What follows belongs to an exercise in optimizing a design on an open flow for small area and a short achievable clock period; a production flow would make more cautious choices.
In this exercise RTL edits were held to simulation tests only and were not proved equivalent to the original.
Power and IR drop assume default switching activity.

==> flow/config.mk <==
export PLATFORM = sky130hd
export DESIGN_NAME = fpu
export DESIGN_NICKNAME = fpu
export VERILOG_FILES = /design/flow/design.v
export SDC_FILE = /design/flow/constraint.sdc
export NUM_CORES = 4
export LEC_CHECK = 0
export CAP_MARGIN = 20
export CORE_MARGIN = 2
export CORE_UTILIZATION = 40
export SETUP_SLACK_MARGIN = 5
export SLEW_MARGIN = 20
export SYNTH_HIERARCHICAL = 1
export SYNTH_MINIMUM_KEEP_SIZE = 0
==> flow/constraint.sdc <==
create_clock -name core_clock -period 8.5 [get_ports {clk}]
set_input_delay 1.7000 -clock core_clock [delete_from_list [all_inputs] [get_ports {clk}]]
set_output_delay 1.7000 -clock core_clock [all_outputs]
set_load 0.01 [all_outputs]
==> flow/design.v <==
module fp_mul_tree (
    input  wire [14:0] fa,
    input  wire [14:0] fb,
    output wire [31:0] r0,
    output wire [31:0] r1
);
    wire [17:0] y = {2'b01, fb, 1'b0};    
    wire [7:0] neg, one, two;
    wire [6:0] nneg;
    wire [16:0] pp0, pp1, pp2, pp3, pp4, pp5, pp6, pp7;
    genvar k;
    generate for (k = 0; k < 8; k = k + 1) begin : g_enc
        assign neg[k] = y[2 * k + 2];
        assign one[k] = y[2 * k + 1] ^ y[2 * k];
        assign two[k] = (y[2 * k + 2] & ~y[2 * k + 1] & ~y[2 * k]) | (~y[2 * k + 2] & y[2 * k + 1] & y[2 * k]);
    end endgenerate
    generate for (k = 0; k < 7; k = k + 1) begin : g_nneg
        assign nneg[k] = ~neg[k];
    end endgenerate
    fp_booth_row u_row0 (.fa(fa), .one(one[0]), .two(two[0]), .neg(neg[0]), .pp(pp0));
    fp_booth_row u_row1 (.fa(fa), .one(one[1]), .two(two[1]), .neg(neg[1]), .pp(pp1));
    fp_booth_row u_row2 (.fa(fa), .one(one[2]), .two(two[2]), .neg(neg[2]), .pp(pp2));
    fp_booth_row u_row3 (.fa(fa), .one(one[3]), .two(two[3]), .neg(neg[3]), .pp(pp3));
    fp_booth_row u_row4 (.fa(fa), .one(one[4]), .two(two[4]), .neg(neg[4]), .pp(pp4));
    fp_booth_row u_row5 (.fa(fa), .one(one[5]), .two(two[5]), .neg(neg[5]), .pp(pp5));
    fp_booth_row u_row6 (.fa(fa), .one(one[6]), .two(two[6]), .neg(neg[6]), .pp(pp6));
    fp_booth_rown u_row7 (.fa(fa), .one(one[7]), .two(two[7]), .pp(pp7));    
    wire s1;
    wire c1;
    wire s2;
    wire c2;
    wire s3;
    wire c3;
    wire s4;
    wire c4;
    wire s5;
    wire c5;
    wire s6;
    wire c6;
    wire s7;
    wire c7;
    wire s8;
    wire c8;
    wire s9;
    wire c9;
    wire s10;
    wire c10;
    wire s11;
    wire c11;
    wire s12;
    wire c12;
    wire s13;
    wire c13;
    wire s14;
    wire c14;
    wire s15;
    wire c15;
    wire s16;
    wire c16;
    wire s17;
    wire c17;
    wire s18;
    wire c18;
    wire s19;
    wire c19;
    wire s20;
    wire c20;
    wire s21;
    wire c21;
    wire s22;
    wire c22;
    wire s23;
    wire c23;
    wire s24;
    wire c24;
    wire s25;
    wire c25;
    wire s26;
    wire c26;
    wire s27;
    wire c27;
    wire s28;
    wire c28;
    wire s29;
    wire c29;
    wire s30;
    wire c30;
    wire s31;
    wire c31;
    wire s32;
    wire c32;
    wire s33;
    wire c33;
    wire s34;
    wire c34;
    wire s35;
    wire c35;
    wire s36;
    wire c36;
    wire s37;
    wire c37;
    wire s38;
    wire c38;
    wire s39;
    wire c39;
    wire s40;
    wire c40;
    wire s41;
    wire c41;
    wire s42;
    wire c42;
    wire s43;
    wire c43;
    wire s44;
    wire c44;
    wire s45;
    wire c45;
    wire s46;
    wire c46;
    wire s47;
    wire c47;
    wire s48;
    wire c48;
    wire s49;
    wire c49;
    wire s50;
    wire c50;
    wire s51;
    wire c51;
    wire s52;
    wire c52;
    wire s53;
    wire c53;
    wire s54;
    wire c54;
    wire s55;
    wire c55;
    wire s56;
    wire c56;
    wire s57;
    wire c57;
    wire s58;
    wire c58;
    wire s59;
    wire c59;
    wire s60;
    wire c60;
    wire s61;
    wire c61;
    wire s62;
    wire c62;
    wire s63;
    wire c63;
    wire s64;
    wire c64;
    wire s65;
    wire c65;
    wire s66;
    wire c66;
    wire s67;
    wire c67;
    wire s68;
    wire c68;
    wire s69;
    wire c69;
    wire s70;
    wire c70;
    wire s71;
    wire c71;
    wire s72;
    wire c72;
    wire s73;
    wire c73;
    wire s74;
    wire c74;
    wire s75;
    wire c75;
    wire s76;
    wire c76;
    wire s77;
    wire c77;
    wire s78;
    wire c78;
    wire s79;
    wire c79;
    wire s80;
    wire c80;
    wire s81;
    wire c81;
    wire s82;
    wire c82;
    wire s83;
    wire c83;
    wire s84;
    wire c84;
    wire s85;
    wire c85;
    wire s86;
    wire c86;
    wire s87;
    wire c87;
    wire s88;
    wire c88;
    wire s89;
    wire c89;
    wire s90;
    wire c90;
    wire s91;
    wire c91;
    wire s92;
    wire c92;
    wire s93;
    wire c93;
    wire s94;
    wire c94;
    wire s95;
    wire c95;
    wire s96;
    wire c96;
    wire s97;
    wire c97;
    wire s98;
    wire c98;
    wire s99;
    wire c99;
    wire s100;
    wire c100;
    wire s101;
    wire c101;
    wire s102;
    wire c102;
    wire s103;
    wire c103;
    wire s104;
    wire c104;
    wire s105;
    wire c105;
    wire s106;
    wire c106;
    wire s107;
    wire c107;
    wire s108;
    wire c108;
    wire s109;
    wire c109;
    wire s110;
    wire c110;
    wire s111;
    wire c111;
    wire s112;
    wire c112;
    wire s113;
    wire c113;
    wire s114;
    wire c114;
    wire s115;
    wire c115;
    wire s116;
    wire c116;
    wire s117;
    wire c117;
    wire s118;
    wire c118;
    wire s119;
    wire c119;
    wire s120;
    wire c120;
    wire s121;
    wire c121;
    wire s122;
    wire c122;
    wire s123;
    wire c123;
    wire s124;
    wire c124;
    wire s125;
    wire c125;
    wire s126;
    wire c126;
    wire s127;
    wire c127;
    wire s128;
    wire c128;
    wire s129;
    wire c129;
    wire s130;
    wire c130;
    wire s131;
    wire c131;
    wire s132;
    wire c132;
    fp_ha u_s1 (.a(pp0[10]), .b(pp1[8]), .s(s1), .co(c1));
    fp_ha u_s2 (.a(pp0[11]), .b(pp1[9]), .s(s2), .co(c2));
    fp_fa u_s3 (.a(pp0[12]), .b(pp1[10]), .c(pp2[8]), .s(s3), .co(c3));
    fp_ha u_s4 (.a(pp3[6]), .b(pp4[4]), .s(s4), .co(c4));
    fp_fa u_s5 (.a(pp0[13]), .b(pp1[11]), .c(pp2[9]), .s(s5), .co(c5));
    fp_ha u_s6 (.a(pp3[7]), .b(pp4[5]), .s(s6), .co(c6));
    fp_fa u_s7 (.a(pp0[14]), .b(pp1[12]), .c(pp2[10]), .s(s7), .co(c7));
    fp_fa u_s8 (.a(pp3[8]), .b(pp4[6]), .c(pp5[4]), .s(s8), .co(c8));
    fp_ha u_s9 (.a(pp6[2]), .b(pp7[0]), .s(s9), .co(c9));
    fp_fa u_s10 (.a(pp0[15]), .b(pp1[13]), .c(pp2[11]), .s(s10), .co(c10));
    fp_fa u_s11 (.a(pp3[9]), .b(pp4[7]), .c(pp5[5]), .s(s11), .co(c11));
    fp_ha u_s12 (.a(pp6[3]), .b(pp7[1]), .s(s12), .co(c12));
    fp_fa u_s13 (.a(pp0[16]), .b(pp1[14]), .c(pp2[12]), .s(s13), .co(c13));
    fp_fa u_s14 (.a(pp3[10]), .b(pp4[8]), .c(pp5[6]), .s(s14), .co(c14));
    fp_fa u_s15 (.a(pp6[4]), .b(pp7[2]), .c(fa[0]), .s(s15), .co(c15));
    fp_fa u_s16 (.a(pp1[15]), .b(pp2[13]), .c(pp3[11]), .s(s16), .co(c16));
    fp_fa u_s17 (.a(pp4[9]), .b(pp5[7]), .c(pp6[5]), .s(s17), .co(c17));
    fp_fa u_s18 (.a(pp7[3]), .b(neg[0]), .c(fa[1]), .s(s18), .co(c18));
    fp_fa u_s19 (.a(pp1[16]), .b(pp2[14]), .c(pp3[12]), .s(s19), .co(c19));
    fp_fa u_s20 (.a(pp4[10]), .b(pp5[8]), .c(pp6[6]), .s(s20), .co(c20));
    fp_fa u_s21 (.a(pp7[4]), .b(neg[0]), .c(fa[2]), .s(s21), .co(c21));
    fp_fa u_s22 (.a(nneg[1]), .b(pp2[15]), .c(pp3[13]), .s(s22), .co(c22));
    fp_fa u_s23 (.a(pp4[11]), .b(pp5[9]), .c(pp6[7]), .s(s23), .co(c23));
    fp_fa u_s24 (.a(pp7[5]), .b(nneg[0]), .c(fa[3]), .s(s24), .co(c24));
    fp_fa u_s25 (.a(pp2[16]), .b(pp3[14]), .c(pp4[12]), .s(s25), .co(c25));
    fp_fa u_s26 (.a(pp5[10]), .b(pp6[8]), .c(pp7[6]), .s(s26), .co(c26));
    fp_ha u_s27 (.a(fa[4]), .b(1'b1), .s(s27), .co(c27));
    fp_fa u_s28 (.a(nneg[2]), .b(pp3[15]), .c(pp4[13]), .s(s28), .co(c28));
    fp_fa u_s29 (.a(pp5[11]), .b(pp6[9]), .c(pp7[7]), .s(s29), .co(c29));
    fp_fa u_s30 (.a(pp3[16]), .b(pp4[14]), .c(pp5[12]), .s(s30), .co(c30));
    fp_ha u_s31 (.a(pp6[10]), .b(pp7[8]), .s(s31), .co(c31));
    fp_fa u_s32 (.a(nneg[3]), .b(pp4[15]), .c(pp5[13]), .s(s32), .co(c32));
    fp_ha u_s33 (.a(pp4[16]), .b(pp5[14]), .s(s33), .co(c33));
    fp_ha u_s34 (.a(pp0[6]), .b(pp1[4]), .s(s34), .co(c34));
    fp_ha u_s35 (.a(pp0[7]), .b(pp1[5]), .s(s35), .co(c35));
    fp_fa u_s36 (.a(pp0[8]), .b(pp1[6]), .c(pp2[4]), .s(s36), .co(c36));
    fp_ha u_s37 (.a(pp3[2]), .b(pp4[0]), .s(s37), .co(c37));
    fp_fa u_s38 (.a(pp0[9]), .b(pp1[7]), .c(pp2[5]), .s(s38), .co(c38));
    fp_ha u_s39 (.a(pp3[3]), .b(pp4[1]), .s(s39), .co(c39));
    fp_fa u_s40 (.a(pp2[6]), .b(pp3[4]), .c(pp4[2]), .s(s40), .co(c40));
    fp_fa u_s41 (.a(pp5[0]), .b(neg[5]), .c(s1), .s(s41), .co(c41));
    fp_fa u_s42 (.a(pp2[7]), .b(pp3[5]), .c(pp4[3]), .s(s42), .co(c42));
    fp_fa u_s43 (.a(pp5[1]), .b(c1), .c(s2), .s(s43), .co(c43));
    fp_fa u_s44 (.a(pp5[2]), .b(pp6[0]), .c(neg[6]), .s(s44), .co(c44));
    fp_fa u_s45 (.a(c2), .b(s3), .c(s4), .s(s45), .co(c45));
    fp_fa u_s46 (.a(pp5[3]), .b(pp6[1]), .c(c3), .s(s46), .co(c46));
    fp_fa u_s47 (.a(c4), .b(s5), .c(s6), .s(s47), .co(c47));
    fp_fa1 u_s48 (.a(c5), .b(c6), .s(s48), .co(c48));
    fp_fa u_s49 (.a(s7), .b(s8), .c(s9), .s(s49), .co(c49));
    fp_fa u_s50 (.a(c7), .b(c8), .c(c9), .s(s50), .co(c50));
    fp_fa u_s51 (.a(s10), .b(s11), .c(s12), .s(s51), .co(c51));
    fp_fa u_s52 (.a(c10), .b(c11), .c(c12), .s(s52), .co(c52));
    fp_fa u_s53 (.a(s13), .b(s14), .c(s15), .s(s53), .co(c53));
    fp_fa u_s54 (.a(c13), .b(c14), .c(c15), .s(s54), .co(c54));
    fp_fa u_s55 (.a(s16), .b(s17), .c(s18), .s(s55), .co(c55));
    fp_fa u_s56 (.a(c16), .b(c17), .c(c18), .s(s56), .co(c56));
    fp_fa u_s57 (.a(s19), .b(s20), .c(s21), .s(s57), .co(c57));
    fp_fa u_s58 (.a(c19), .b(c20), .c(c21), .s(s58), .co(c58));
    fp_fa u_s59 (.a(s22), .b(s23), .c(s24), .s(s59), .co(c59));
    fp_fa u_s60 (.a(c22), .b(c23), .c(c24), .s(s60), .co(c60));
    fp_fa u_s61 (.a(s25), .b(s26), .c(s27), .s(s61), .co(c61));
    fp_fa u_s62 (.a(fa[5]), .b(c25), .c(c26), .s(s62), .co(c62));
    fp_fa u_s63 (.a(c27), .b(s28), .c(s29), .s(s63), .co(c63));
    fp_fa u_s64 (.a(fa[6]), .b(1'b1), .c(c28), .s(s64), .co(c64));
    fp_fa u_s65 (.a(c29), .b(s30), .c(s31), .s(s65), .co(c65));
    fp_fa u_s66 (.a(pp6[11]), .b(pp7[9]), .c(fa[7]), .s(s66), .co(c66));
    fp_fa u_s67 (.a(c30), .b(c31), .c(s32), .s(s67), .co(c67));
    fp_fa u_s68 (.a(pp6[12]), .b(pp7[10]), .c(fa[8]), .s(s68), .co(c68));
    fp_fa1 u_s69 (.a(c32), .b(s33), .s(s69), .co(c69));
    fp_fa u_s70 (.a(nneg[4]), .b(pp5[15]), .c(pp6[13]), .s(s70), .co(c70));
    fp_fa u_s71 (.a(pp7[11]), .b(fa[9]), .c(c33), .s(s71), .co(c71));
    fp_fa u_s72 (.a(pp5[16]), .b(pp6[14]), .c(pp7[12]), .s(s72), .co(c72));
    fp_ha u_s73 (.a(fa[10]), .b(1'b1), .s(s73), .co(c73));
    fp_fa u_s74 (.a(nneg[5]), .b(pp6[15]), .c(pp7[13]), .s(s74), .co(c74));
    fp_ha u_s75 (.a(pp6[16]), .b(pp7[14]), .s(s75), .co(c75));
    fp_ha u_s76 (.a(pp0[4]), .b(pp1[2]), .s(s76), .co(c76));
    fp_ha u_s77 (.a(pp0[5]), .b(pp1[3]), .s(s77), .co(c77));
    fp_fa u_s78 (.a(pp2[2]), .b(pp3[0]), .c(neg[3]), .s(s78), .co(c78));
    fp_fa u_s79 (.a(pp2[3]), .b(pp3[1]), .c(c34), .s(s79), .co(c79));
    fp_fa u_s80 (.a(neg[4]), .b(c35), .c(s36), .s(s80), .co(c80));
    fp_fa u_s81 (.a(c36), .b(c37), .c(s38), .s(s81), .co(c81));
    fp_fa u_s82 (.a(c38), .b(c39), .c(s40), .s(s82), .co(c82));
    fp_fa u_s83 (.a(c40), .b(s42), .c(c41), .s(s83), .co(c83));
    fp_fa u_s84 (.a(c42), .b(s44), .c(c43), .s(s84), .co(c84));
    fp_fa u_s85 (.a(c44), .b(c45), .c(s46), .s(s85), .co(c85));
    fp_fa u_s86 (.a(c46), .b(c47), .c(s48), .s(s86), .co(c86));
    fp_fa u_s87 (.a(c48), .b(c49), .c(s50), .s(s87), .co(c87));
    fp_fa u_s88 (.a(c50), .b(c51), .c(s52), .s(s88), .co(c88));
    fp_fa u_s89 (.a(c52), .b(c53), .c(s54), .s(s89), .co(c89));
    fp_fa u_s90 (.a(c54), .b(c55), .c(s56), .s(s90), .co(c90));
    fp_fa u_s91 (.a(c56), .b(c57), .c(s58), .s(s91), .co(c91));
    fp_fa u_s92 (.a(c58), .b(c59), .c(s60), .s(s92), .co(c92));
    fp_fa u_s93 (.a(c60), .b(c61), .c(s62), .s(s93), .co(c93));
    fp_fa u_s94 (.a(c62), .b(c63), .c(s64), .s(s94), .co(c94));
    fp_fa u_s95 (.a(s66), .b(c64), .c(c65), .s(s95), .co(c95));
    fp_fa u_s96 (.a(c66), .b(s68), .c(c67), .s(s96), .co(c96));
    fp_fa u_s97 (.a(c68), .b(s70), .c(c69), .s(s97), .co(c97));
    fp_fa u_s98 (.a(c70), .b(s72), .c(s73), .s(s98), .co(c98));
    fp_fa u_s99 (.a(fa[11]), .b(c72), .c(c73), .s(s99), .co(c99));
    fp_fa u_s100 (.a(fa[12]), .b(1'b1), .c(c74), .s(s100), .co(c100));
    fp_fa u_s101 (.a(nneg[6]), .b(pp7[15]), .c(fa[13]), .s(s101), .co(c101));
    fp_ha u_s102 (.a(pp7[16]), .b(fa[14]), .s(s102), .co(c102));
    fp_ha u_s103 (.a(pp0[2]), .b(pp1[0]), .s(s103), .co(c103));
    fp_ha u_s104 (.a(pp0[3]), .b(pp1[1]), .s(s104), .co(c104));
    fp_fa u_s105 (.a(pp2[0]), .b(neg[2]), .c(s76), .s(s105), .co(c105));
    fp_fa u_s106 (.a(pp2[1]), .b(c76), .c(s77), .s(s106), .co(c106));
    fp_fa u_s107 (.a(s34), .b(c77), .c(s78), .s(s107), .co(c107));
    fp_fa u_s108 (.a(s35), .b(c78), .c(s79), .s(s108), .co(c108));
    fp_fa u_s109 (.a(s37), .b(c79), .c(s80), .s(s109), .co(c109));
    fp_fa u_s110 (.a(s39), .b(c80), .c(s81), .s(s110), .co(c110));
    fp_fa u_s111 (.a(s41), .b(c81), .c(s82), .s(s111), .co(c111));
    fp_fa u_s112 (.a(s43), .b(c82), .c(s83), .s(s112), .co(c112));
    fp_fa u_s113 (.a(s45), .b(c83), .c(s84), .s(s113), .co(c113));
    fp_fa u_s114 (.a(s47), .b(c84), .c(s85), .s(s114), .co(c114));
    fp_fa u_s115 (.a(s49), .b(c85), .c(s86), .s(s115), .co(c115));
    fp_fa u_s116 (.a(s51), .b(c86), .c(s87), .s(s116), .co(c116));
    fp_fa u_s117 (.a(s53), .b(c87), .c(s88), .s(s117), .co(c117));
    fp_fa u_s118 (.a(s55), .b(c88), .c(s89), .s(s118), .co(c118));
    fp_fa u_s119 (.a(s57), .b(c89), .c(s90), .s(s119), .co(c119));
    fp_fa u_s120 (.a(s59), .b(c90), .c(s91), .s(s120), .co(c120));
    fp_fa u_s121 (.a(s61), .b(c91), .c(s92), .s(s121), .co(c121));
    fp_fa u_s122 (.a(s63), .b(c92), .c(s93), .s(s122), .co(c122));
    fp_fa u_s123 (.a(s65), .b(c93), .c(s94), .s(s123), .co(c123));
    fp_fa u_s124 (.a(s67), .b(c94), .c(s95), .s(s124), .co(c124));
    fp_fa u_s125 (.a(s69), .b(c95), .c(s96), .s(s125), .co(c125));
    fp_fa u_s126 (.a(s71), .b(c96), .c(s97), .s(s126), .co(c126));
    fp_fa u_s127 (.a(c71), .b(s98), .c(c97), .s(s127), .co(c127));
    fp_fa u_s128 (.a(s74), .b(c98), .c(s99), .s(s128), .co(c128));
    fp_fa u_s129 (.a(s75), .b(c99), .c(s100), .s(s129), .co(c129));
    fp_fa u_s130 (.a(c75), .b(s101), .c(c100), .s(s130), .co(c130));
    fp_fa1 u_s131 (.a(c101), .b(s102), .s(s131), .co(c131));
    assign s132 = ~c102;
    assign c132 = c102;
    assign r0[0] = pp0[0];
    assign r1[0] = neg[0];
    assign r0[1] = pp0[1];
    assign r1[1] = 1'b0;
    assign r0[2] = neg[1];
    assign r1[2] = s103;
    assign r0[3] = c103;
    assign r1[3] = s104;
    assign r0[4] = c104;
    assign r1[4] = s105;
    assign r0[5] = c105;
    assign r1[5] = s106;
    assign r0[6] = c106;
    assign r1[6] = s107;
    assign r0[7] = c107;
    assign r1[7] = s108;
    assign r0[8] = c108;
    assign r1[8] = s109;
    assign r0[9] = c109;
    assign r1[9] = s110;
    assign r0[10] = c110;
    assign r1[10] = s111;
    assign r0[11] = c111;
    assign r1[11] = s112;
    assign r0[12] = c112;
    assign r1[12] = s113;
    assign r0[13] = c113;
    assign r1[13] = s114;
    assign r0[14] = c114;
    assign r1[14] = s115;
    assign r0[15] = c115;
    assign r1[15] = s116;
    assign r0[16] = c116;
    assign r1[16] = s117;
    assign r0[17] = c117;
    assign r1[17] = s118;
    assign r0[18] = c118;
    assign r1[18] = s119;
    assign r0[19] = c119;
    assign r1[19] = s120;
    assign r0[20] = c120;
    assign r1[20] = s121;
    assign r0[21] = c121;
    assign r1[21] = s122;
    assign r0[22] = c122;
    assign r1[22] = s123;
    assign r0[23] = c123;
    assign r1[23] = s124;
    assign r0[24] = c124;
    assign r1[24] = s125;
    assign r0[25] = c125;
    assign r1[25] = s126;
    assign r0[26] = c126;
    assign r1[26] = s127;
    assign r0[27] = c127;
    assign r1[27] = s128;
    assign r0[28] = c128;
    assign r1[28] = s129;
    assign r0[29] = c129;
    assign r1[29] = s130;
    assign r0[30] = c130;
    assign r1[30] = s131;
    assign r0[31] = c131;
    assign r1[31] = s132;
endmodule
module fp_booth_row (input wire [14:0] fa, input wire one, input wire two, input wire neg, output wire [16:0] pp);
    genvar j;
    assign pp[0] = (one & fa[0]) ^ neg;
    generate for (j = 1; j < 15; j = j + 1) begin : g_pp
        fp_bpp u_pp (.x1(fa[j]), .x0(fa[j - 1]), .one(one), .two(two), .neg(neg), .pp(pp[j]));
    end endgenerate
    assign pp[15] = (one | (two & fa[14])) ^ neg;
    assign pp[16] = two ^ neg;
endmodule
module fp_booth_rown (input wire [14:0] fa, input wire one, input wire two, output wire [16:0] pp);
    genvar j;
    assign pp[0] = ~(one & fa[0]);
    generate for (j = 1; j < 15; j = j + 1) begin : g_pp
        fp_bppn u_pp (.x1(fa[j]), .x0(fa[j - 1]), .one(one), .two(two), .pp(pp[j]));
    end endgenerate
    assign pp[15] = ~(one | (two & fa[14]));
    assign pp[16] = ~two;
endmodule
module fp_bppn (input wire x1, input wire x0, input wire one, input wire two, output wire pp);
    assign pp = ~((one & x1) | (two & x0));
endmodule
module fp_bpp (input wire x1, input wire x0, input wire one, input wire two, input wire neg, output wire pp);
    assign pp = ((one & x1) | (two & x0)) ^ neg;
endmodule
module fp_fa (input wire a, input wire b, input wire c, output wire s, output wire co);
    assign s  = a ^ b ^ c;
    assign co = (a & b) | (a & c) | (b & c);
endmodule
module fp_fa1 (input wire a, input wire b, output wire s, output wire co);
    assign s  = ~(a ^ b);
    assign co = a | b;
endmodule
module fp_ha (input wire a, input wire b, output wire s, output wire co);
    assign s  = a ^ b;
    assign co = a & b;
endmodule
module fp_add16 (
    input  wire [15:0] x,
    input  wire [15:0] y,
    input  wire ci,
    output wire [15:0] s,
    output wire co
);
    wire [16:0] g0, p0;
    assign g0[0] = ci;
    assign p0[0] = 1'b0;
    assign g0[16:1] = x & y;
    assign p0[16:1] = x ^ y;
    wire g1;
    wire g2;
    wire p3;
    wire g4;
    wire p5;
    wire g6;
    wire p7;
    wire g8;
    wire p9;
    wire g10;
    wire p11;
    wire g12;
    wire p13;
    wire g14;
    wire p15;
    wire n16;
    wire g17;
    wire g18;
    wire n19;
    wire n20;
    wire g21;
    wire p22;
    wire g23;
    wire p24;
    wire n25;
    wire n26;
    wire g27;
    wire p28;
    wire g29;
    wire p30;
    wire n31;
    wire n32;
    wire g33;
    wire p34;
    wire g35;
    wire p36;
    wire g37;
    wire n38;
    wire g39;
    wire g40;
    wire g41;
    wire g42;
    wire p43;
    wire n44;
    wire n45;
    wire g46;
    wire p47;
    wire g48;
    wire p49;
    wire g50;
    wire p51;
    wire n52;
    wire g53;
    wire g54;
    wire g55;
    wire g56;
    wire g57;
    wire g58;
    wire g59;
    wire g60;
    wire g61;
    fp_aoi u1 (.a(g0[1]), .b(p0[1]), .c(g0[0]), .y(g1));
    fp_aoi u2 (.a(g0[3]), .b(p0[3]), .c(g0[2]), .y(g2));
    fp_nand u3 (.a(p0[3]), .b(p0[2]), .y(p3));
    fp_aoi u4 (.a(g0[5]), .b(p0[5]), .c(g0[4]), .y(g4));
    fp_nand u5 (.a(p0[5]), .b(p0[4]), .y(p5));
    fp_aoi u6 (.a(g0[7]), .b(p0[7]), .c(g0[6]), .y(g6));
    fp_nand u7 (.a(p0[7]), .b(p0[6]), .y(p7));
    fp_aoi u8 (.a(g0[9]), .b(p0[9]), .c(g0[8]), .y(g8));
    fp_nand u9 (.a(p0[9]), .b(p0[8]), .y(p9));
    fp_aoi u10 (.a(g0[11]), .b(p0[11]), .c(g0[10]), .y(g10));
    fp_nand u11 (.a(p0[11]), .b(p0[10]), .y(p11));
    fp_aoi u12 (.a(g0[13]), .b(p0[13]), .c(g0[12]), .y(g12));
    fp_nand u13 (.a(p0[13]), .b(p0[12]), .y(p13));
    fp_aoi u14 (.a(g0[15]), .b(p0[15]), .c(g0[14]), .y(g14));
    fp_nand u15 (.a(p0[15]), .b(p0[14]), .y(p15));
    assign n16 = ~g1;
    fp_aoi u17 (.a(g0[2]), .b(p0[2]), .c(n16), .y(g17));
    fp_oai u18 (.a(g2), .b(p3), .c(g1), .y(g18));
    assign n19 = ~g4;
    assign n20 = ~p5;
    fp_aoi u21 (.a(g0[6]), .b(p0[6]), .c(n19), .y(g21));
    fp_nand u22 (.a(p0[6]), .b(n20), .y(p22));
    fp_oai u23 (.a(g6), .b(p7), .c(g4), .y(g23));
    fp_nor u24 (.a(p7), .b(p5), .y(p24));
    assign n25 = ~g8;
    assign n26 = ~p9;
    fp_aoi u27 (.a(g0[10]), .b(p0[10]), .c(n25), .y(g27));
    fp_nand u28 (.a(p0[10]), .b(n26), .y(p28));
    fp_oai u29 (.a(g10), .b(p11), .c(g8), .y(g29));
    fp_nor u30 (.a(p11), .b(p9), .y(p30));
    assign n31 = ~g12;
    assign n32 = ~p13;
    fp_aoi u33 (.a(g0[14]), .b(p0[14]), .c(n31), .y(g33));
    fp_nand u34 (.a(p0[14]), .b(n32), .y(p34));
    fp_oai u35 (.a(g14), .b(p15), .c(g12), .y(g35));
    fp_nor u36 (.a(p15), .b(p13), .y(p36));
    fp_aoi u37 (.a(g0[4]), .b(p0[4]), .c(g18), .y(g37));
    assign n38 = ~g18;
    fp_oai u39 (.a(g4), .b(p5), .c(n38), .y(g39));
    fp_oai u40 (.a(g21), .b(p22), .c(n38), .y(g40));
    fp_aoi u41 (.a(g23), .b(p24), .c(g18), .y(g41));
    fp_aoi u42 (.a(g0[12]), .b(p0[12]), .c(g29), .y(g42));
    fp_nand u43 (.a(p0[12]), .b(p30), .y(p43));
    assign n44 = ~g29;
    assign n45 = ~p30;
    fp_oai u46 (.a(g12), .b(p13), .c(n44), .y(g46));
    fp_nor u47 (.a(p13), .b(n45), .y(p47));
    fp_oai u48 (.a(g33), .b(p34), .c(n44), .y(g48));
    fp_nor u49 (.a(p34), .b(n45), .y(p49));
    fp_aoi u50 (.a(g35), .b(p36), .c(g29), .y(g50));
    fp_nand u51 (.a(p36), .b(p30), .y(p51));
    assign n52 = ~g41;
    fp_aoi u53 (.a(g0[8]), .b(p0[8]), .c(n52), .y(g53));
    fp_oai u54 (.a(g8), .b(p9), .c(g41), .y(g54));
    fp_oai u55 (.a(g27), .b(p28), .c(g41), .y(g55));
    fp_aoi u56 (.a(g29), .b(p30), .c(n52), .y(g56));
    fp_oai u57 (.a(g42), .b(p43), .c(g41), .y(g57));
    fp_aoi u58 (.a(g46), .b(p47), .c(n52), .y(g58));
    fp_aoi u59 (.a(g48), .b(p49), .c(n52), .y(g59));
    fp_oai u60 (.a(g50), .b(p51), .c(g41), .y(g60));
    fp_aoi u61 (.a(g0[16]), .b(p0[16]), .c(g60), .y(g61));
    assign s[0] = p0[1] ^ g0[0];
    assign s[1] = p0[2] ^ ~g1;
    assign s[2] = p0[3] ^ ~g17;
    assign s[3] = p0[4] ^ g18;
    assign s[4] = p0[5] ^ ~g37;
    assign s[5] = p0[6] ^ g39;
    assign s[6] = p0[7] ^ g40;
    assign s[7] = p0[8] ^ ~g41;
    assign s[8] = p0[9] ^ ~g53;
    assign s[9] = p0[10] ^ g54;
    assign s[10] = p0[11] ^ g55;
    assign s[11] = p0[12] ^ ~g56;
    assign s[12] = p0[13] ^ g57;
    assign s[13] = p0[14] ^ ~g58;
    assign s[14] = p0[15] ^ ~g59;
    assign s[15] = p0[16] ^ g60;
    assign co = ~g61;
endmodule
module fp_add22 (
    input  wire [21:0] x,
    input  wire [21:0] y,
    input  wire ci,
    output wire [21:0] s,
    output wire co
);
    wire [22:0] g0, p0;
    assign g0[0] = ci;
    assign p0[0] = 1'b0;
    assign g0[22:1] = x & y;
    assign p0[22:1] = x ^ y;
    wire g1;
    wire g2;
    wire p3;
    wire g4;
    wire p5;
    wire g6;
    wire p7;
    wire g8;
    wire p9;
    wire g10;
    wire p11;
    wire g12;
    wire p13;
    wire g14;
    wire p15;
    wire g16;
    wire p17;
    wire g18;
    wire p19;
    wire g20;
    wire p21;
    wire n22;
    wire g23;
    wire g24;
    wire n25;
    wire n26;
    wire g27;
    wire p28;
    wire g29;
    wire p30;
    wire n31;
    wire n32;
    wire g33;
    wire p34;
    wire g35;
    wire p36;
    wire n37;
    wire n38;
    wire g39;
    wire p40;
    wire g41;
    wire p42;
    wire n43;
    wire n44;
    wire g45;
    wire p46;
    wire g47;
    wire p48;
    wire n49;
    wire n50;
    wire g51;
    wire p52;
    wire g53;
    wire n54;
    wire g55;
    wire g56;
    wire g57;
    wire g58;
    wire p59;
    wire n60;
    wire n61;
    wire g62;
    wire p63;
    wire g64;
    wire p65;
    wire g66;
    wire p67;
    wire g68;
    wire p69;
    wire n70;
    wire n71;
    wire g72;
    wire p73;
    wire g74;
    wire p75;
    wire n76;
    wire g77;
    wire g78;
    wire g79;
    wire g80;
    wire g81;
    wire g82;
    wire g83;
    wire g84;
    wire g85;
    wire n86;
    wire g87;
    wire g88;
    wire g89;
    wire g90;
    wire g91;
    wire g92;
    fp_aoi u1 (.a(g0[1]), .b(p0[1]), .c(g0[0]), .y(g1));
    fp_aoi u2 (.a(g0[3]), .b(p0[3]), .c(g0[2]), .y(g2));
    fp_nand u3 (.a(p0[3]), .b(p0[2]), .y(p3));
    fp_aoi u4 (.a(g0[5]), .b(p0[5]), .c(g0[4]), .y(g4));
    fp_nand u5 (.a(p0[5]), .b(p0[4]), .y(p5));
    fp_aoi u6 (.a(g0[7]), .b(p0[7]), .c(g0[6]), .y(g6));
    fp_nand u7 (.a(p0[7]), .b(p0[6]), .y(p7));
    fp_aoi u8 (.a(g0[9]), .b(p0[9]), .c(g0[8]), .y(g8));
    fp_nand u9 (.a(p0[9]), .b(p0[8]), .y(p9));
    fp_aoi u10 (.a(g0[11]), .b(p0[11]), .c(g0[10]), .y(g10));
    fp_nand u11 (.a(p0[11]), .b(p0[10]), .y(p11));
    fp_aoi u12 (.a(g0[13]), .b(p0[13]), .c(g0[12]), .y(g12));
    fp_nand u13 (.a(p0[13]), .b(p0[12]), .y(p13));
    fp_aoi u14 (.a(g0[15]), .b(p0[15]), .c(g0[14]), .y(g14));
    fp_nand u15 (.a(p0[15]), .b(p0[14]), .y(p15));
    fp_aoi u16 (.a(g0[17]), .b(p0[17]), .c(g0[16]), .y(g16));
    fp_nand u17 (.a(p0[17]), .b(p0[16]), .y(p17));
    fp_aoi u18 (.a(g0[19]), .b(p0[19]), .c(g0[18]), .y(g18));
    fp_nand u19 (.a(p0[19]), .b(p0[18]), .y(p19));
    fp_aoi u20 (.a(g0[21]), .b(p0[21]), .c(g0[20]), .y(g20));
    fp_nand u21 (.a(p0[21]), .b(p0[20]), .y(p21));
    assign n22 = ~g1;
    fp_aoi u23 (.a(g0[2]), .b(p0[2]), .c(n22), .y(g23));
    fp_oai u24 (.a(g2), .b(p3), .c(g1), .y(g24));
    assign n25 = ~g4;
    assign n26 = ~p5;
    fp_aoi u27 (.a(g0[6]), .b(p0[6]), .c(n25), .y(g27));
    fp_nand u28 (.a(p0[6]), .b(n26), .y(p28));
    fp_oai u29 (.a(g6), .b(p7), .c(g4), .y(g29));
    fp_nor u30 (.a(p7), .b(p5), .y(p30));
    assign n31 = ~g8;
    assign n32 = ~p9;
    fp_aoi u33 (.a(g0[10]), .b(p0[10]), .c(n31), .y(g33));
    fp_nand u34 (.a(p0[10]), .b(n32), .y(p34));
    fp_oai u35 (.a(g10), .b(p11), .c(g8), .y(g35));
    fp_nor u36 (.a(p11), .b(p9), .y(p36));
    assign n37 = ~g12;
    assign n38 = ~p13;
    fp_aoi u39 (.a(g0[14]), .b(p0[14]), .c(n37), .y(g39));
    fp_nand u40 (.a(p0[14]), .b(n38), .y(p40));
    fp_oai u41 (.a(g14), .b(p15), .c(g12), .y(g41));
    fp_nor u42 (.a(p15), .b(p13), .y(p42));
    assign n43 = ~g16;
    assign n44 = ~p17;
    fp_aoi u45 (.a(g0[18]), .b(p0[18]), .c(n43), .y(g45));
    fp_nand u46 (.a(p0[18]), .b(n44), .y(p46));
    fp_oai u47 (.a(g18), .b(p19), .c(g16), .y(g47));
    fp_nor u48 (.a(p19), .b(p17), .y(p48));
    assign n49 = ~g20;
    assign n50 = ~p21;
    fp_aoi u51 (.a(g0[22]), .b(p0[22]), .c(n49), .y(g51));
    fp_nand u52 (.a(p0[22]), .b(n50), .y(p52));
    fp_aoi u53 (.a(g0[4]), .b(p0[4]), .c(g24), .y(g53));
    assign n54 = ~g24;
    fp_oai u55 (.a(g4), .b(p5), .c(n54), .y(g55));
    fp_oai u56 (.a(g27), .b(p28), .c(n54), .y(g56));
    fp_aoi u57 (.a(g29), .b(p30), .c(g24), .y(g57));
    fp_aoi u58 (.a(g0[12]), .b(p0[12]), .c(g35), .y(g58));
    fp_nand u59 (.a(p0[12]), .b(p36), .y(p59));
    assign n60 = ~g35;
    assign n61 = ~p36;
    fp_oai u62 (.a(g12), .b(p13), .c(n60), .y(g62));
    fp_nor u63 (.a(p13), .b(n61), .y(p63));
    fp_oai u64 (.a(g39), .b(p40), .c(n60), .y(g64));
    fp_nor u65 (.a(p40), .b(n61), .y(p65));
    fp_aoi u66 (.a(g41), .b(p42), .c(g35), .y(g66));
    fp_nand u67 (.a(p42), .b(p36), .y(p67));
    fp_aoi u68 (.a(g0[20]), .b(p0[20]), .c(g47), .y(g68));
    fp_nand u69 (.a(p0[20]), .b(p48), .y(p69));
    assign n70 = ~g47;
    assign n71 = ~p48;
    fp_oai u72 (.a(g20), .b(p21), .c(n70), .y(g72));
    fp_nor u73 (.a(p21), .b(n71), .y(p73));
    fp_oai u74 (.a(g51), .b(p52), .c(n70), .y(g74));
    fp_nor u75 (.a(p52), .b(n71), .y(p75));
    assign n76 = ~g57;
    fp_aoi u77 (.a(g0[8]), .b(p0[8]), .c(n76), .y(g77));
    fp_oai u78 (.a(g8), .b(p9), .c(g57), .y(g78));
    fp_oai u79 (.a(g33), .b(p34), .c(g57), .y(g79));
    fp_aoi u80 (.a(g35), .b(p36), .c(n76), .y(g80));
    fp_oai u81 (.a(g58), .b(p59), .c(g57), .y(g81));
    fp_aoi u82 (.a(g62), .b(p63), .c(n76), .y(g82));
    fp_aoi u83 (.a(g64), .b(p65), .c(n76), .y(g83));
    fp_oai u84 (.a(g66), .b(p67), .c(g57), .y(g84));
    fp_aoi u85 (.a(g0[16]), .b(p0[16]), .c(g84), .y(g85));
    assign n86 = ~g84;
    fp_oai u87 (.a(g16), .b(p17), .c(n86), .y(g87));
    fp_oai u88 (.a(g45), .b(p46), .c(n86), .y(g88));
    fp_aoi u89 (.a(g47), .b(p48), .c(g84), .y(g89));
    fp_oai u90 (.a(g68), .b(p69), .c(n86), .y(g90));
    fp_aoi u91 (.a(g72), .b(p73), .c(g84), .y(g91));
    fp_aoi u92 (.a(g74), .b(p75), .c(g84), .y(g92));
    assign s[0] = p0[1] ^ g0[0];
    assign s[1] = p0[2] ^ ~g1;
    assign s[2] = p0[3] ^ ~g23;
    assign s[3] = p0[4] ^ g24;
    assign s[4] = p0[5] ^ ~g53;
    assign s[5] = p0[6] ^ g55;
    assign s[6] = p0[7] ^ g56;
    assign s[7] = p0[8] ^ ~g57;
    assign s[8] = p0[9] ^ ~g77;
    assign s[9] = p0[10] ^ g78;
    assign s[10] = p0[11] ^ g79;
    assign s[11] = p0[12] ^ ~g80;
    assign s[12] = p0[13] ^ g81;
    assign s[13] = p0[14] ^ ~g82;
    assign s[14] = p0[15] ^ ~g83;
    assign s[15] = p0[16] ^ g84;
    assign s[16] = p0[17] ^ ~g85;
    assign s[17] = p0[18] ^ g87;
    assign s[18] = p0[19] ^ g88;
    assign s[19] = p0[20] ^ ~g89;
    assign s[20] = p0[21] ^ g90;
    assign s[21] = p0[22] ^ ~g91;
    assign co = ~g92;
endmodule
module fp_cy10 (
    input  wire [9:0] x,
    input  wire [9:0] y,
    output wire co
);
    wire [10:0] g0, p0;
    assign g0[0] = 1'b0;
    assign p0[0] = 1'b0;
    assign g0[10:1] = x & y;
    assign p0[10:1] = x ^ y;
    wire g1;
    wire p2;
    wire g3;
    wire p4;
    wire g5;
    wire p6;
    wire g7;
    wire p8;
    wire g9;
    wire n10;
    wire g11;
    wire n12;
    wire n13;
    wire g14;
    wire p15;
    wire g16;
    wire p17;
    wire n18;
    wire n19;
    wire g20;
    wire p21;
    wire g22;
    wire n23;
    wire g24;
    wire g25;
    wire g26;
    wire n27;
    wire g28;
    wire g29;
    wire g30;
    fp_aoi u1 (.a(g0[3]), .b(p0[3]), .c(g0[2]), .y(g1));
    fp_nand u2 (.a(p0[3]), .b(p0[2]), .y(p2));
    fp_aoi u3 (.a(g0[5]), .b(p0[5]), .c(g0[4]), .y(g3));
    fp_nand u4 (.a(p0[5]), .b(p0[4]), .y(p4));
    fp_aoi u5 (.a(g0[7]), .b(p0[7]), .c(g0[6]), .y(g5));
    fp_nand u6 (.a(p0[7]), .b(p0[6]), .y(p6));
    fp_aoi u7 (.a(g0[9]), .b(p0[9]), .c(g0[8]), .y(g7));
    fp_nand u8 (.a(p0[9]), .b(p0[8]), .y(p8));
    fp_aoi u9 (.a(g0[2]), .b(p0[2]), .c(g0[1]), .y(g9));
    assign n10 = ~g0[1];
    fp_oai u11 (.a(g1), .b(p2), .c(n10), .y(g11));
    assign n12 = ~g3;
    assign n13 = ~p4;
    fp_aoi u14 (.a(g0[6]), .b(p0[6]), .c(n12), .y(g14));
    fp_nand u15 (.a(p0[6]), .b(n13), .y(p15));
    fp_oai u16 (.a(g5), .b(p6), .c(g3), .y(g16));
    fp_nor u17 (.a(p6), .b(p4), .y(p17));
    assign n18 = ~g7;
    assign n19 = ~p8;
    fp_aoi u20 (.a(g0[10]), .b(p0[10]), .c(n18), .y(g20));
    fp_nand u21 (.a(p0[10]), .b(n19), .y(p21));
    fp_aoi u22 (.a(g0[4]), .b(p0[4]), .c(g11), .y(g22));
    assign n23 = ~g11;
    fp_oai u24 (.a(g3), .b(p4), .c(n23), .y(g24));
    fp_oai u25 (.a(g14), .b(p15), .c(n23), .y(g25));
    fp_aoi u26 (.a(g16), .b(p17), .c(g11), .y(g26));
    assign n27 = ~g26;
    fp_aoi u28 (.a(g0[8]), .b(p0[8]), .c(n27), .y(g28));
    fp_oai u29 (.a(g7), .b(p8), .c(g26), .y(g29));
    fp_oai u30 (.a(g20), .b(p21), .c(g26), .y(g30));
    assign co = g30;
endmodule
module fp_aoi (input wire a, input wire b, input wire c, output wire y);
    assign y = ~(a | (b & c));
endmodule
module fp_oai (input wire a, input wire b, input wire c, output wire y);
    assign y = ~(a & (b | c));
endmodule
module fp_nand (input wire a, input wire b, output wire y);
    assign y = ~(a & b);
endmodule
module fp_nor (input wire a, input wire b, output wire y);
    assign y = ~(a | b);
endmodule
module fpu #(
    parameter WIDTH = 24
)(
    input   logic clk,
    input   wire logic [WIDTH - 1:0] a,
    input   wire logic [WIDTH - 1:0] b,
    input   wire logic [3:0]         opcode,
    output  logic [WIDTH - 1:0] result
);
    wire       abig  = a[22:0] > b[22:0];
    wire       egt   = a[22:15] > b[22:15];
    wire [3:0] dab   = a[18:15] - b[18:15];
    logic [23:0] a1, b1;
    logic [3:0]  op1;
    logic        abig1, abig1m;    
    logic        eff1;              
    logic [3:0]  sh1;      
    logic        ha1, hb1;  
    always_ff @(posedge clk) begin
        a1    <= a;
        b1    <= b;
        op1   <= opcode;
        abig1 <= abig;
        abig1m <= abig;
        eff1  <= a[23] ^ b[23] ^ opcode[2];
        sh1   <= egt ? dab : 4'd0 - dab;    
        ha1   <= a[22:15] != 8'd0;
        hb1   <= b[22:15] != 8'd0;
    end
    wire is_as   = (op1 == 4'b0000) || (op1 == 4'b0100);
    wire is_max  = (op1 == 4'b0001);
    wire is_min  = (op1 == 4'b0010);
    wire is_fl   = (op1 == 4'b1000);
    wire is_ce   = (op1 == 4'b1001);
    wire is_mul  = (op1 == 4'b0011);
    wire is_abs  = (op1 == 4'b0101);
    wire is_neg  = (op1 == 4'b0110);
    wire        sa = a1[23];
    wire [7:0]  ea = a1[22:15];
    wire [14:0] fa = a1[14:0];
    wire        sb = b1[23];
    wire [7:0]  eb = b1[22:15];
    wire [14:0] fb = b1[14:0];
    wire [15:0] ma     = {ha1, fa};
    wire [15:0] mb     = {hb1, fb};
    wire        sbx    = sb ^ op1[2];
    wire        effsub = eff1;
    wire [15:0] max_   = ma ^ {16{effsub}};
    wire [15:0] mbx    = mb ^ {16{effsub}};
    wire [15:0] maxm   = abig1 ? ma : mb;
    wire [15:0] minx   = abig1 ? mbx : max_;
    wire [7:0]  maxe   = abig1m ? ea : eb;
    wire [31:0] shx    = {{16{effsub}}, minx} >> sh1;
    wire        ssign  = abig1m ? sa : sbx;
    wire [16:0] sum;
    fp_add16 u_add (.x(maxm), .y(shx[15:0]), .ci(effsub), .s(sum[15:0]), .co(sum[16]));
    wire        a_gt = (sa == sb) ? (abig1m ^ sa) : sb;
    wire [23:0] mm   = (a_gt ^ is_min) ? a1 : b1;
    wire [22:0] th;
    genvar k;
    generate for (k = 0; k < 23; k = k + 1) begin : g_th
        assign th[k] = ea >= 8'(128 + k);
    end endgenerate
    wire [14:0] fmask;     
    wire [14:0] cm;        
    wire [14:0] hm;        
    generate for (k = 0; k < 15; k = k + 1) begin : g_masks
        assign fmask[k] = th[14 - k];
        assign cm[k]    = th[8 + k];
        assign hm[k]    = th[22 - k];
    end endgenerate
    wire [14:0] rf   = fa & fmask;
    wire        fhf  = |(fa & ~fmask);
    wire        frz  = ~|rf;
    wire        lt1  = ~th[0] & (ea != 8'd127);
    wire        fup  = sa & fhf;
    wire [7:0]  fl_ei = ea[7] ? {ea[7:4], ea[3:0] + 4'd1} : 8'd128;
    wire [23:0] fl_r = {sa, lt1 ? 8'd0 : (fup & frz) ? fl_ei : ea,
                        rf[14:1], rf[0] | (fup & ~frz)};
    wire        chf  = ~th[22] & |(fa & cm);
    wire [14:0] cx   = fa | ~hm;
    wire [15:0] cpa;                       
    assign cpa[0] = 1'b1;
    generate for (k = 0; k < 15; k = k + 1) begin : g_cpa
        assign cpa[k + 1] = cpa[k] & cx[k];
    end endgenerate
    wire [23:0] ce_r = ~chf ? a1 :
                       sa   ? {1'b1, ea, fa & ~cm} :
                              {1'b0, ea[7:5], ea[4:0] + {4'd0, cpa[15]}, fa ^ (hm & cpa[14:0])};
    wire [23:0] pass_r =
        (is_max | is_min) ? mm :
        is_fl  ? fl_r :
        is_ce  ? ce_r :
        is_abs ? {1'b0, a1[22:0]} :
        is_neg ? {~sa, a1[22:0]} :
        (sa ? 24'hbf8000 : 24'h3f8000);
    wire [31:0] r0, r1;
    fp_mul_tree u_tree (.fa(fa), .fb(fb), .r0(r0), .r1(r1));
    wire        lo_co;     
    fp_cy10 u_lo (.x(r0[9:0]), .y(r1[9:0]), .co(lo_co));
    wire [8:0]  sum9  = {1'b0, ea} + {1'b0, eb};
    wire [8:0]  e9    = sum9 - 9'd127;
    wire        mzero = ~ha1 || ~hb1 || (sum9 < 9'd128);
    wire        movf  = sum9 >= 9'd382;
    wire        meq   = sum9 == 9'd381;
    wire        msign = sa ^ sb;
    wire        is_pass = ~is_mul & ~is_as;
    wire [56:0] d2_mul  = {meq, movf, mzero, msign, e9[7:0], lo_co, r1[31:10], r0[31:10]};
    wire [56:0] d2_as   = {31'd0, ssign, maxe, sum};
    wire [56:0] d2_pass = {33'd0, pass_r & {24{is_pass}}};
    wire [56:0] d2_in;
    generate for (k = 0; k < 24; k = k + 1) begin : g_d2
        fp_sel u_sel (.sa(is_as), .a(d2_as[k]), .sb(is_mul), .b(d2_mul[k]), .c(d2_pass[k]), .y(d2_in[k]));
    end endgenerate
    assign d2_in[25:24] = is_mul ? d2_mul[25:24] : d2_as[25:24];
    assign d2_in[56:26] = d2_mul[56:26];
    logic        k_mul, k_as, k_sub;
    logic [56:0] d2;
    always_ff @(posedge clk) begin
        k_mul <= is_mul;
        k_as  <= is_as;
        k_sub <= effsub;
        d2    <= d2_in;
    end
    wire [16:0] m  = d2[16:0];
    wire [7:0]  me = d2[24:17];
    wire        ms = d2[25];
    logic [3:0] lz;
    always_comb begin
        lz = 4'd15;
        for (int i = 0; i < 16; i++)
            if (m[i]) lz = 4'(15 - i);
    end
    wire [15:0] nsh   = m[15:0] << lz;
    wire [23:0] add_r = m[16] ? {ms, me + 8'd1, m[15:1]} : {ms, me, m[14:0]};
    wire [23:0] sub_r = (m[15:0] == 16'd0) ? {ms, 23'd0} : {ms, me - {4'd0, lz}, nsh[14:0]};
    wire [21:0] ps;                        
    wire        ps_co;
    fp_add22 u_cpa (.x(d2[21:0]), .y(d2[43:22]), .ci(d2[44]),
                    .s(ps), .co(ps_co));
    wire [16:0] p     = ps[21:5];          
    wire [7:0]  pe0   = d2[52:45];
    wire [7:0]  pe1   = d2[52:45] + 8'd1;
    wire [7:0]  pe    = p[16] ? pe1 : pe0;
    wire [14:0] pm    = p[16] ? p[15:1] : p[14:0];
    wire        povf  = d2[55] | (d2[56] & p[16]);
    wire [23:0] mul_r = d2[54] ? 24'd0 : povf ? 24'h7f8000 : {d2[53], pe, pm};
    wire [23:0] as_r = k_sub ? sub_r : add_r;
    wire [23:0] pass3 = d2[23:0] & {24{~k_mul & ~k_as}};
    wire [23:0] res_in;
    generate for (k = 0; k < 24; k = k + 1) begin : g_res
        fp_sel u_sel (.sa(k_as), .a(as_r[k]), .sb(k_mul), .b(mul_r[k]), .c(pass3[k]), .y(res_in[k]));
    end endgenerate
    always_ff @(posedge clk) begin
        result <= res_in;
    end
endmodule
module fp_sel (input wire sa, input wire a, input wire sb, input wire b, input wire c, output wire y);
    assign y = (sa & a) | (sb & b) | c;
endmodule
==> flow/run.sh <==
#!/bin/bash
# synth_recipe.tcl (not shown) runs the flow's synth.tcl, then flattens the netlist and writes it again
# the make line also repeats each setting of config.mk as NAME=value (left out here)
make -C /OpenROAD-flow-scripts/flow DESIGN_CONFIG=/design/flow/config.mk WORK_HOME=/design/flow/orfs CLKGATE_MAP_FILE= SYNTH_SCRIPT=/design/flow/synth_recipe.tcl finish
==> summary.md, run 1 <==
Run status
* complete, no violations — status

Synthesis
* 1996 — Mapped Cells
* 9.02 um2 — synthesized area divided by synthesized cell count
* 0.0180 mm2 — Mapped Area
* 7 — Yosys warnings

Worst hold path
* register to register — worst min-delay path class

Placement
* 0.947 — final weighted congestion of routability-driven global placement
* 4090 ps — dpl ws
* 43200 um — Detailed Place HPWL
* 76 — Port Buffer Count

CTS
* 4 — number of H-tree levels
* sky130_fd_sc_hd__clkbuf_16 — clk root buf
* 2 — maximum root-to-sink buffer count
* 460 ps — clock latency on the worst-skew pair
* 17 — clock buffers created by TritonCTS
* done — clock tree from TritonCTS
* 70 ps — clock-pin slew on the worst setup and hold paths
* 144 — clock sink total

Layout
* 19.9% — area growth from synthesis to layout
* 0 — number of diodes added for antenna fixing
* 0.487 — final core utilization
* 2359 — final-stage net count
* 0.277 — ratio of cells with drive above 1 in the final layout

STA
* 0 — hold violation count in the final report
* true — setup repair after global routing missed its margin
* 283 MHz — maximum frequency from static timing analysis
* 3530 ps — shortest clock period the worst path allows after layout
* 4970 ps — final critical-path setup slack
* 0 — final number of max-transition violations
* 0.415 — final worst-path cycle share
* 12.7 ps — worst clock skew
* 0.493 — Max transition margin
* 757 ps — Worst-Margin Slew
* 0 ps — sum of negative setup slack
* 0 — final-report setup violation count

GRT
* 0 — total gr overflow
* 98700 um — global-route wire length before repair
* 0.274 — combined global-route utilization of all metal layers
* 33 — largest net degree at the start of global routing
* 0 — number of antenna violations at the first check in global routing
* 16400 — via count of the first global-routing pass

Critical path
* register — Critical Path End Type
* 10 — worst-path maximum fanout
* 8840 ps — required time worst endpoint
* register — Worst setup SP type
* 3870 ps — arrival time at the worst endpoint
* register to register — worst setup path class

Power
* 275 mW/mm2 — PD cells
* 8.36 nW — LEAKAGE
* 145 uV — maximum VDD drop

Drt
* 0 — DRC viols
* 30100 um — detailed-routed wire length on met2
* 0 — Antenna Violating Nets Remaining
* 27900 um — met1 layer wirelength in the final routing
* 6 — number of detailed-routing iterations run before antenna repair
* 64700 um — overall routed net length
* met4 — top layer used by detailed routing
* 24.1 um — Routed WL per cell
* 1676 — initial DRC count
* 16200 — vias after detailed routing
* 4370 um — met3 routed WL
* 6.05 — average vias per placed instance

Die
* 0.406 — initial core utilization
* 77 — number of top-level pins
* 0.0467 mm2 — total die area
* 0.0443 mm2 — core outline area
* 216 um — Die X
* 216 um — die outline height
* 77 — Row Count

Run
* 0 — max_cap viols

-- worst max-delay path, cell delays in order, from the launching register on --
cell                       delay [ps]
sky130_fd_sc_hd__dfxtp_2          490
sky130_fd_sc_hd__nand3b_1         170
sky130_fd_sc_hd__o21ai_4          100
sky130_fd_sc_hd__buf_12           160
sky130_fd_sc_hd__buf_4            140
sky130_fd_sc_hd__a22oi_2           50
sky130_fd_sc_hd__xnor2_1          230
sky130_fd_sc_hd__fa_1             490
sky130_fd_sc_hd__fa_2             370
sky130_fd_sc_hd__fa_1             470
sky130_fd_sc_hd__fa_1             440
sky130_fd_sc_hd__a221o_1          310
-- path summary, 6_finish.rpt --
| path | start | end | slack (ps) | cells past startpoint |
|---|---|---|---|---|
| max reg2reg | b1[8] | d2[14] | 4970 | 11 |
| min | b1[23] | d2[53] | 540 | 1 |
| max | b1[8] | d2[14] | 4970 | 11 |
| min reg2reg | b1[23] | d2[53] | 540 | 1 |
-- state kept, by name, indices dropped and copies added, names as in the netlist --
signal,count
op1,4
d2,57
result,24
hb1,1
abig1m,1
k_sub,1
k_as,1
a1,24
k_mul,1
b1,24
eff1,1
sh1,4
ha1,1
-- layout make-up --
type	count	area, um2
clock buffers	18	439
clock inverters	14	149
flip-flops and latches	144	3010
repair buffers	211	2260
inverters	111	423
fillers	4147	22700
well taps	592	741
multi-input cells	1592	14600
-- report_power, final --
group	total [mW]	internal, mW	switching [mW]
logic	4.07	1.81	2.26
registers	1.10	0.850	0.253
clock network	0.760	0.420	0.339
total	5.93	3.08	2.85
-- through the flow --
stage / power, mW / instance area (um2) / instances / hold slack [ps]
after CTS: 5.75 / 21100 / 2655 / 541
final: 5.93 / 21600 / 2682 / 543
after floorplan: 4.11 / 18400 / 1999 / 384
after detailed placement: 4.81 / 19300 / 2538 / 523
after global routing: 6.34 / 21600 / 2682 / 574
after global placement: 4.74 / 19300 / 2538 / 529
-- metal layers --
layer  up-vias  GRT usage
met3       161     0.0424
met1      8024      0.362
li1       7337          -
met5         -          0
met4         0      0.105
met2       699      0.448
-- cells in the final DEF (no fill, tap or decap), types with 48 or more instances in the layout --
cell / n
sky130_fd_sc_hd__nand2_1: 133
sky130_fd_sc_hd__dfxtp_1: 93
sky130_fd_sc_hd__a21oi_1: 90
sky130_fd_sc_hd__fa_1: 79
sky130_fd_sc_hd__mux2i_1: 71
sky130_fd_sc_hd__nor2_1: 119
sky130_fd_sc_hd__clkdlybuf4s50_1: 73
sky130_fd_sc_hd__a21oi_2: 63
sky130_fd_sc_hd__o21ai_0: 48
sky130_fd_sc_hd__a22oi_2: 112
sky130_fd_sc_hd__inv_1: 104
sky130_fd_sc_hd__xnor2_1: 147
sky130_fd_sc_hd__a221o_1: 51
sky130_fd_sc_hd__ha_1: 114
sky130_fd_sc_hd__xor2_1: 49
sky130_fd_sc_hd__buf_4: 92
-- timing repair --
| item | CTS | global route |
|---|---|---|
| pin swaps | 23 | 24 |
| hold buffers | 0 | 0 |
| setup endpoints to repair | 67 | 43 |
| buffers inserted | 85 | 26 |
| resized for setup | 77 | 79 |
| cloned | 0 | 1 |
==> run 2: changes to the inputs <==
--- a/flow/config.mk
+++ b/flow/config.mk
@@ -8,7 +8,7 @@
 export CAP_MARGIN = 20
 export CORE_MARGIN = 2
 export CORE_UTILIZATION = 40
-export SETUP_SLACK_MARGIN = 5
+export SETUP_SLACK_MARGIN = 4.7
 export SLEW_MARGIN = 20
 export SYNTH_HIERARCHICAL = 1
 export SYNTH_MINIMUM_KEEP_SIZE = 0
==> run 2 against run 1 <==
Effect of this change: clock power shrank 1%; clock-buffer cell count grew 1; power shrank 4.5%; maximum frequency shrank 5.4%; design area shrank 2.6%.
==> summary.md, run 2 <==
Layout
* sky130_fd_sc_hd__xnor2_1, sky130_fd_sc_hd__nand2_1, sky130_fd_sc_hd__nor2_1 — commonest cells after routing, fill and taps aside
* 16.8% — area growth from synthesis to layout
* 2361 — final-stage net count
* 4238 — total of fill cells in the finished design
* 0 — number of diodes added for antenna fixing
* 0.475 — final core utilization
* d2 — Top reg by flops
* sky130_fd_sc_hd__xnor2_1 — most common cell after layout, fill and taps aside
* 0.0210 mm2 — cell area after layout
* 57 — Largest register FFs
* 0.226 — ratio of cells with drive above 1 in the final layout
* 2683 — Post-Layout Cell Count

CTS
* 0 — hold-fix buffer count after cts
* 17 — clock buffers created by TritonCTS
* done — clock tree from TritonCTS
* 470 ps — clock latency on the worst-skew pair
* sky130_fd_sc_hd__clkbuf_16 — clk root buf
* 2 — maximum root-to-sink buffer count
* 4 — number of H-tree levels
* 80 ps — clock-pin slew on the worst setup and hold paths
* 144 — clock sink total

Placement
* 42700 um — Detailed Place HPWL
* 0.966 — final weighted congestion of routability-driven global placement
* 76 — Port Buffer Count
* 2548 — Cells after DPL
* 0.0191 mm2 — area post-placement
* 4050 ps — dpl ws

Critical path
* 4770 ps — worst reg-to-reg setup slack
* 4090 ps — arrival time at the worst endpoint
* sky130_fd_sc_hd__fa_1 — critical-path cell with the highest stage delay
* adder cells — largest delay contributor family on the critical path
* 480 ps — Largest stage delay, worst path
* 7 — worst-path maximum fanout
* 1 — Buffers & Inverters on Critical Path
* register to register — worst setup path class
* register — Critical Path End Type
* 8860 ps — required time worst endpoint
* register — Worst setup SP type
* sky130_fd_sc_hd__fa_1 — most frequent cell on the critical path
* nand2b_1, o21ai_4, buf_4, a22oi_2, xnor2_1, fa_1, fa_1, fa_1, fa_1, a221o_1 — sequence of cells on the critical path

GRT
* 95400 um — global-route wire length before repair
* 0.264 — combined global-route utilization of all metal layers
* 1 — number of antenna violations at the first check in global routing
* 44 — largest net degree at the start of global routing
* 0 — total gr overflow
* 16100 — via count of the first global-routing pass

STA
* true — setup repair after global routing missed its margin
* 1010 ps — Worst-Margin Slew
* 268 MHz — maximum frequency from static timing analysis
* 543 ps — final hold slack
* 0 — final-report setup violation count
* 0 — final number of max-transition violations
* 4770 ps — final critical-path setup slack
* 0.439 — final worst-path cycle share
* 0 — hold violation count in the final report
* 3730 ps — shortest clock period the worst path allows after layout
* 15.4 ps — worst clock skew
* 0.324 — Max transition margin
* 0 ps — sum of negative setup slack

Synthesis
* 7 — Yosys warnings
* 9.02 um2 — synthesized area divided by synthesized cell count
* 0.0180 mm2 — Mapped Area
* 1996 — Mapped Cells

Drt
* 0 — DRC viols
* 23.0 um — Routed WL per cell
* 6.02 — average vias per placed instance
* 0 — Antenna Violating Nets Remaining
* 16200 — vias after detailed routing
* 1505 — initial DRC count
* 61600 um — overall routed net length
* 7 — number of detailed-routing iterations run before antenna repair

Worst hold path
* register to register — worst min-delay path class

Die
* 77 — Row Count
* 0.0467 mm2 — total die area
* 0.406 — initial core utilization
* 0.0443 mm2 — core outline area
* 216 um — die outline height
* 77 — number of top-level pins
* 216 um — Die X

Power
* 136 uV — maximum VDD drop
* 269 mW/mm2 — PD cells
* 5.67 mW — total power draw
* 8.22 nW — LEAKAGE

Run
* 0 — max_cap viols

Run status
* complete, no violations — status

run 2: changes by cell type in the layout (fill, tap and decap cells not counted), sizes merged:
cell           change
buf                +3
clkinv             -1
inv                -1
clkdlybuf4s50      +3
dlygate4sd2        -1
dlymetal6s2s       -2
run 2: worst reg2reg max path, stage by stage (launching register included):
cell,delay (ps)
sky130_fd_sc_hd__dfxtp_2,430
sky130_fd_sc_hd__nand2b_1,220
sky130_fd_sc_hd__o21ai_4,260
sky130_fd_sc_hd__buf_4,210
sky130_fd_sc_hd__a22oi_2,60
sky130_fd_sc_hd__xnor2_1,250
sky130_fd_sc_hd__fa_1,480
sky130_fd_sc_hd__fa_1,450
sky130_fd_sc_hd__fa_1,450
sky130_fd_sc_hd__fa_1,470
sky130_fd_sc_hd__a221o_1,320
run 2: area by class of cell:
cell class	instances	area, um2	area share
flip-flops and latches	144	2930	0.139
well taps	592	741	0.0352
repair buffers	213	2160	0.103
multi-input cells	1592	14200	0.676
clock buffers	19	443	0.0211
clock inverters	12	124	0.00589
inverters	111	420	0.0200
run 2: timing repair:
action	in CTS	in global routing
setup buffers	65	38
resized for setup	19	44
endpoints found under the setup margin	56	40
pin swaps	15	2
run 2: power by group:
group | switching (mW) | total [mW] | internal (mW)
registers | 0.229 | 1.08 | 0.846
logic | 2.16 | 3.84 | 1.68
clock network | 0.335 | 0.750 | 0.415
total | 2.73 | 5.67 | 2.94
run 2: path summary, 6_finish.rpt:
path | start | to | depth (start not counted)
hold reg to reg | b1[23] | d2[53] | 1
setup / recovery | b1[2] | d2[8] | 10
setup reg to reg | b1[2] | d2[8] | 10
hold / removal | b1[23] | d2[53] | 1
run 2: per-layer routing:
layer,vias to the layer above,wire length (um),GRT usage
li1,7349,-,-
met1,7950,26800,0.354
met2,727,28600,0.428
met3,132,4350,0.0451
met4,0,1860,0.0920
met5,-,0,0

==> afterwards: timing with drivers on the ports <==
In the flow no input, the clock included, has a driving cell. The finished layouts below were timed again as built, in two steps. Step 1 sets driving cells, clkbuf_16 on the clock port and buf_2 on the other inputs (assumed; they add their load-dependent delay and slew). Step 2 adds t to the input delays and takes it off the output delays; t is the mean of the earliest and latest rising clock arrival at the registers after step 1. Input paths then give back, and output paths get back, about the clock's delay inside the block. a / b / c = ideal ports / drivers / drivers and shift; a / b = the first two.
| run | t, ns | setup WS [ns] | worst register clock-pin slew, ns | worst data-port slew with drivers (ns) |
|---|---|---|---|---|
| run 1 | 0.514 | 4.971 / 4.971 / 4.554 | 0.07 / 0.07 | 0.04 |
| run 2 | 0.522 | 4.769 / 4.769 / 4.548 | 0.08 / 0.08 | 0.04 |
After both steps setup and hold are still met in every run listed. For run 1, which loses most, drivers alone change the setup slack by 0.000 ns; drivers and shift together by -0.417 ns.
